This is an optimization exercise on Yosys and OpenROAD, whose aim is small area and a short achievable clock period, not a production implementation.
Only simulation tests tie the RTL to the original design; equivalence was not proved.
The flow treats the clock pin as an ideal source, which a real chip does not have.
Power is estimated from default activity; no workload was simulated.

// ALU_DESIGN
module ALU_DESIGN #(parameter DW = 8, CW = 4)(INP_VALID,OPA,OPB,CIN,CLK,RST,CMD,CE,MODE,COUT,OFLOW,RES,G,E,L,ERR);
==> flow/config.mk <==
export PLATFORM = sky130hd
export DESIGN_NAME = ALU_DESIGN
export DESIGN_NICKNAME = ALU_DESIGN
export VERILOG_FILES = /design/flow/design.v
export SDC_FILE = /design/flow/constraint.sdc
export NUM_CORES = 4
export LEC_CHECK = 0
export CAP_MARGIN = 20
export CORE_MARGIN = 2
export CORE_UTILIZATION = 40
export SETUP_SLACK_MARGIN = 1.9
export SLEW_MARGIN = 20
==> flow/constraint.sdc <==
create_clock -name core_clock -period 5.0 [get_ports {CLK}]
set_input_delay 1.0000 -clock core_clock [delete_from_list [all_inputs] [get_ports {CLK}]]
set_output_delay 1.0000 -clock core_clock [all_outputs]
set_load 0.01 [all_outputs]
standard.sh (not shown) runs the stock make flow with config.mk's settings and CLKGATE_MAP_FILE= SYNTH_SCRIPT=/design/flow/synth_recipe.tcl, a recipe that flattens the netlist after the stock synthesis.
==> flow/flow/run.sh <==
#!/bin/bash
# Layout flow: the standard ORFS flow (standard.sh), with two changes:
#  - synthesis is the standard script (synth_recipe.tcl, ORFS synth.tcl) except
#    that full/half-adder extraction is off (ADDER_MAP_FILE empty) and the
#    final ABC mapping runs flow/syn.abc instead of ORFS's speed script;
#    the registers are unchanged (same passes up to dfflibmap);
#  - the port buffers are sky130_fd_sc_hd__buf_2 cells instead of the
#    default delay cells.
set -uo pipefail
W=$(pwd)
{
  head -n 1 synth_recipe.tcl
  cat <<EOT
proc abc {args} {
  set i [lsearch \$args -script]
  lset args [expr {\$i + 1}] $W/flow/syn.abc
  puts "flow/run.sh: abc \$args"
  yosys abc {*}\$args
}
EOT
  tail -n +2 synth_recipe.tcl
} > my_synth.tcl
bash standard.sh SYNTH_SCRIPT=$W/my_synth.tcl ADDER_MAP_FILE= \
  "BUFFER_PORTS_ARGS=-buffer_cell sky130_fd_sc_hd__buf_2" finish > flow_standard.log 2>&1
rc=$?
cp -r orfs/logs flow_orfs_logs 2>/dev/null
exit $rc
==> flow/flow/syn.abc <==
strash
dch
map
topo
buffer -c
upsize -c
dnsize -c
stime -c
Next try:
--- a/flow/design.v
+++ b/flow/design.v
@@ -52,30 +52,29 @@
   wire c7  = (C == 4'd7);
   wire c8  = (C == 4'd8);
   wire c9  = (C == 4'd9);
   wire c10 = (C == 4'd10);
   wire c11 = (C == 4'd11);
   wire c12 = (C == 4'd12);
   wire c13 = (C == 4'd13);
-  wire xa   = c0 | c1 | c2 | c3 | c4 | c5 | c8 | c9;
-  wire xp   = c10;
-  wire x1   = c6;
-  wire yb   = c0 | c2 | c6 | c7;
-  wire ybn  = c1 | c3 | c8;
-  wire y1   = c5;
-  wire yqn  = c10;
-  wire ci   = c1 | c7 | c9 | c10 | (c2 & CIN) | (c3 & ~CIN);
+  wire xa    = C[3] ? C[0] : ~(C[2] & C[1]);
+  wire x1    = ~C[3] & C[2] & C[1] & ~C[0];
+  wire xp    = C[3] & C[1] & ~C[0];
+  wire ybsel = ~C[3] & ~(C[2] & ~C[1]);
+  wire yinv  = ~C[2] & C[0];
+  wire y1    = ~C[3] & C[2] & ~C[1] & C[0];
+  wire ci    = c1 | c7 | c9 | c10 | (c2 & CIN) | (c3 & ~CIN);
   wire [7:0] xl = ({8{xa}} & A) | ({8{xp}} & P) | {8{x1}};
-  wire [7:0] yl = ({8{yb}} & B) | ({8{ybn}} & ~B) | {8{y1}} | ({8{yqn}} & ~Q);
+  wire [7:0] yl = ({8{ybsel}} & (B ^ {8{yinv}})) | {8{y1}} | ({8{xp}} & ~Q);
   wire xh = x1;
-  wire yh = ybn | y1 | yqn;
+  wire yh = (ybsel & yinv) | y1 | xp;
   wire [10:0] sum_c = {xh, xh, xl, 1'b1} + {yh, yh, yl, ci};
   wire [9:0] sum = sum_c[10:1];
-  wire allones = &sum[7:0];
-  wire lt = sum[9] & ~(~ci & allones);
+  wire a_lt_b = A < B;
+  wire a_eq_b = A == B;
   wire [63:0] pp;
   genvar gi, gj;
   generate for (gi = 0; gi < 8; gi = gi + 1) begin : g_pp
     for (gj = 0; gj < 8; gj = gj + 1) begin : g_ppj
       assign pp[gi*8+gj] = P[gi] & Q[gj];
     end
   end endgenerate
@@ -137,43 +136,48 @@
   wire t60 = (t22 & t43) | (t22 & t42) | (t43 & t42);
   wire t61 = t26 ^ t45 ^ t44;
   wire t62 = (t26 & t45) | (t26 & t44) | (t45 & t44);
   wire t63 = t30 ^ t47 ^ t46;
   wire [9:0] mr1 = {t63, t61, t59, t57, t55, t53, t51, pp[16], pp[1], pp[0]};
   wire [9:0] mr2 = {t62, t60, t58, t56, t54, t52, t50, t49, pp[8], 1'b0};
   wire [9:0] prod = mr1 + mr2;
-  wire [7:0] qinc = B + 8'd1;
-  wire [7:0] lres =
-      ({8{c0}}  & (A & B)) |
-      ({8{c1}}  & ~(A & B)) |
-      ({8{c3}}  & ~(A | B)) |
-      ({8{c4}}  & (A ^ B)) |
-      ({8{c5}}  & ~(A ^ B)) |
-      ({8{c6}}  & ~A) |
-      ({8{c7}}  & ~B) |
-      ({8{c8}}  & A) |
+  wire [7:0] qinc;
+  genvar gq;
+  generate for (gq = 0; gq < 8; gq = gq + 1) begin : g_qinc
+    if (gq == 0) begin : g0
+      assign qinc[0] = ~B[0];
+    end else begin : gn
+      assign qinc[gq] = B[gq] ^ (&B[gq-1:0]);
+    end
+  end endgenerate
+  wire lt0 = c1 | c3 | c5 | c6 | c7;
+  wire lt1 = c1 | c4 | c6;
+  wire lt2 = c1 | c4 | c7 | c8;
+  wire lt3 = c0 | c5 | c8;
+  wire [7:0] lfun = (A & B & {8{lt3}}) | (A & ~B & {8{lt2}}) | (~A & B & {8{lt1}}) | (~A & ~B & {8{lt0}});
+  wire [7:0] lres = lfun |
       ({8{c9}}  & {A[6:0], 1'b0}) |
       ({8{c10 | c11}} & {B[6:0], 1'b0}) |
       {7'd0, c2 & (|A) & (|B)};
   wire s0 = B[0];
   wire s1 = B[1] ^ (C[0] & B[0]);
   wire s2 = B[2] ^ (C[0] & (B[1] | B[0]));
   wire [7:0] r1 = s0 ? {A[6:0], A[7]} : A;
   wire [7:0] r2 = s1 ? {r1[5:0], r1[7:6]} : r1;
   wire [7:0] r3 = s2 ? {r2[3:0], r2[7:4]} : r2;
   wire [7:0] lrot = (c12 | c13) ? r3 : 8'd0;
   wire [9:0] ares =
-      ({10{c0 | c1 | c2 | c3 | c4 | c5 | c6 | c7 | c10}} & sum) |
+      ({10{~C[3] | c10}} & sum) |
       ({10{c9}} & prod);
   wire [9:0] res_n = MODE ? ares : {2'b00, lres | lrot};
   wire cout_n  = MODE & (c0 | c2) & sum[8];
-  wire oflow_n = MODE & (c1 | c3) & lt;
-  wire e_n     = MODE & c8 & allones;
-  wire g_n     = MODE & c8 & ~sum[9];
-  wire l_n     = MODE & c8 & sum[9] & ~allones;
+  wire oflow_n = MODE & (c1 | c3) & a_lt_b;
+  wire e_n     = MODE & c8 & a_eq_b;
+  wire g_n     = MODE & c8 & ~a_lt_b & ~a_eq_b;
+  wire l_n     = MODE & c8 & a_lt_b;
   wire err_n   = ~MODE & c12 & (|B[7:4]);
   wire upd = CE & (RST | (VA & VB));
   always @(posedge CLK) begin
     if (upd) begin
       RES   <= RST ? 10'd0 : res_n;
       COUT  <= !RST & cout_n;
       OFLOW <= !RST & oflow_n;
Global-route usage is higher by 0.92 points.
Cell area is lower by 2.6%.
Total power is lower by 5.0%.
Non-clock buffer count is lower by 10.
Routed wire length is higher by 2.9%.
Setup slack improved by 0.0076 ns.
First-iteration DRC count is higher by 60%.
Clock-buffer cell count is higher by 2.
Worst hold slack got worse by 0.0046 ns.
Combinational power is lower by 5.9%.

* * *

Another version of the RTL of ALU_DESIGN (not shown whole).
For scale: roughly 800 cells after synthesis, roughly 43 I/O pins, roughly 5500 um^2 of cells after synthesis.
==> flow/config.mk <==
export PLATFORM = sky130hd
export DESIGN_NAME = ALU_DESIGN
export DESIGN_NICKNAME = ALU_DESIGN
export VERILOG_FILES = /design/flow/design.v
export SDC_FILE = /design/flow/constraint.sdc
export NUM_CORES = 4
export LEC_CHECK = 0
export CAP_MARGIN = 20
export CORE_MARGIN = 2
export CORE_UTILIZATION = 40
export SETUP_SLACK_MARGIN = 2.35
export SLEW_MARGIN = 20
==> flow/constraint.sdc <==
create_clock -name core_clock -period 5.0 [get_ports {CLK}]
set_input_delay 1.0000 -clock core_clock [delete_from_list [all_inputs] [get_ports {CLK}]]
set_output_delay 1.0000 -clock core_clock [all_outputs]
set_load 0.01 [all_outputs]
==> flow/flow/run.sh <==
#!/bin/bash
# Layout flow: the standard ORFS flow (standard.sh), with two changes:
#  - synthesis is the standard script (synth_recipe.tcl, ORFS synth.tcl) except
#    that full/half-adder extraction is off (ADDER_MAP_FILE empty) and the
#    final ABC mapping runs flow/syn.abc instead of ORFS's speed script;
#    the registers are unchanged (same passes up to dfflibmap);
#  - the port buffers are sky130_fd_sc_hd__buf_2 cells instead of the
#    default delay cells;
#  - after CTS, flow/skew.tcl delays the clock of the output registers
#    (useful skew for the register-to-register paths into them).
set -uo pipefail
W=$(pwd)
{
  head -n 1 synth_recipe.tcl
  cat <<EOT
proc abc {args} {
  set i [lsearch \$args -script]
  lset args [expr {\$i + 1}] $W/flow/syn.abc
  puts "flow/run.sh: abc \$args"
  yosys abc {*}\$args
}
EOT
  tail -n +2 synth_recipe.tcl
} > my_synth.tcl
bash standard.sh SYNTH_SCRIPT=$W/my_synth.tcl ADDER_MAP_FILE= \
  "BUFFER_PORTS_ARGS=-buffer_cell sky130_fd_sc_hd__buf_2" \
  "CTS_ARGS=-sink_clustering_enable -repair_clock_nets -dont_use_dummy_load" \
  POST_CTS_TCL=$W/flow/skew.tcl finish > flow_standard.log 2>&1
rc=$?
cp -r orfs/logs flow_orfs_logs 2>/dev/null
exit $rc
Other scripts of this flow, unchanged in this note and not shown: flow/flow/skew.tcl, flow/flow/syn.abc
Next try:
--- a/flow/design.v
+++ b/flow/design.v
@@ -171,47 +171,56 @@
   wire [7:0] lfun = (A & B & {8{lt3}}) | (A & ~B & {8{lt2}}) | (~A & B & {8{lt1}}) | (~A & ~B & {8{lt0}});
   wire [7:0] lres = lfun |
       ({8{c9}}  & {A[6:0], 1'b0}) |
       ({8{c10 | c11}} & {B[6:0], 1'b0}) |
       {7'd0, c2 & (|A) & (|B)};
   wire s0 = B[0];
   wire s1 = B[1] ^ (C[0] & B[0]);
   wire s2 = B[2] ^ (C[0] & (B[1] | B[0]));
   wire [7:0] r1 = s0 ? {A[6:0], A[7]} : A;
   wire [7:0] r2 = s1 ? {r1[5:0], r1[7:6]} : r1;
   wire [7:0] r3 = s2 ? {r2[3:0], r2[7:4]} : r2;
   wire [7:0] lrot = (c12 | c13) ? r3 : 8'd0;
+  reg Z;
+  wire ma = MODE & ~RST;
+  wire ml = ~MODE & ~RST;
   wire [9:0] ares =
-      ({10{~C[3] | c10}} & sum) |
-      ({10{c9}} & prod);
-  wire [9:0] res_n = MODE ? ares : {2'b00, lres | lrot};
-  wire cout_n  = MODE & (c0 | c2) & sum[8];
-  wire oflow_n = MODE & (c1 | c3) & a_lt_b;
-  wire e_n     = MODE & c8 & a_eq_b;
-  wire g_n     = MODE & c8 & ~a_lt_b & ~a_eq_b;
-  wire l_n     = MODE & c8 & a_lt_b;
-  wire err_n   = ~MODE & c12 & (|B[7:4]);
+      ({10{~C[3] | (c10 & ~Z)}} & sum) |
+      ({10{c9 & ~Z}} & prod);
+  wire [9:0] res_n = ({10{ma}} & ares) | {2'b00, {8{ml}} & (lres | lrot)};
+  wire cout_n  = ma & (c0 | c2) & sum[8];
+  wire oflow_n = ma & (c1 | c3) & a_lt_b;
+  wire e_n     = ma & c8 & a_eq_b;
+  wire g_n     = ma & c8 & ~a_lt_b & ~a_eq_b;
+  wire l_n     = ma & c8 & a_lt_b;
+  wire err_n   = ml & c12 & (|B[7:4]);
   wire upd = CE & (RST | (VA & VB));
   always @(posedge CLK) begin
     if (upd) begin
-      RES   <= RST ? 10'd0 : res_n;
-      COUT  <= !RST & cout_n;
-      OFLOW <= !RST & oflow_n;
-      G     <= !RST & g_n;
-      E     <= !RST & e_n;
-      L     <= !RST & l_n;
+      RES   <= res_n;
+      COUT  <= cout_n;
+      OFLOW <= oflow_n;
+      G     <= g_n;
+      E     <= e_n;
+      L     <= l_n;
     end
   end
   always @(posedge CLK) begin
     if (timeout_err)
       ERR <= 1'b1;
     else if (upd)
-      ERR <= !RST & err_n;
-  end
-  wire pq_upd = CE & (RST | (VA & VB & MODE & (c9 | c10)));
+      ERR <= err_n;
+  end
+  wire pq_upd = CE & ~RST & VA & VB & MODE & (c9 | c10);
+  always @(posedge CLK) begin
+    if (CE & RST)
+      Z <= 1'b1;
+    else if (pq_upd)
+      Z <= 1'b0;
+  end
   always @(posedge CLK) begin
     if (pq_upd) begin
-      P <= RST ? 8'd0 : (c9 ? pinc : {A[6:0], 1'b0});
-      Q <= RST ? 8'd0 : (c9 ? qinc : B);
+      P <= c9 ? pinc : {A[6:0], 1'b0};
+      Q <= c9 ? qinc : B;
     end
   end
 endmodule
Wire length went down by 4.4%.
Clock power went down by 6.7%.
Combinational power went down by 40%.
Fmax went down by 8.1%.
Critical path depth went up by 4.
Via count went down by 1.6%.
Synthesized area went down by 0.81%.
Cell count went down by 0.65%.
Design area went down by 2.5%.
Sequential power went down by about 2%.
Worst hold slack got worse by 0.039 ns.
Setup slack got worse by 0.23 ns.
Utilization went down by 1.1 points.
Die area went down by 0.78%.

==> what the ideal ports hide <==
The flow's constraints put no driver on any port. The routed layouts listed below were extracted and timed again, unchanged, in two steps. Step 1 assumes that a clkbuf_16 drives the clock port and a buf_2 every other input. Step 2, shift: input delay + t, output delay - t, t = (earliest + latest rising clock arrival at the registers) / 2. This alone moves slack from input paths to output paths. Slacks: ideal / step 1 / step 2; pairs: ideal / step 1.
| run | shift t [ns] | setup slack, ns | slew at the worst register clock pin (ns) | worst data-port slew with drivers (ns) |
|---|---|---|---|---|
| the first run of note 1 | 0.383 | 2.049 / 2.049 / 2.033 | 0.06 / 0.06 | 0.03 |
| the second run of note 1 | 0.368 | 2.056 / 2.056 / 2.056 | 0.06 / 0.06 | 0.04 |
After both steps every run listed still meets setup and hold. The setup slack of the first run of note 1, which loses most, moves by 0.000 ns with the drivers and by -0.016 ns with both steps.
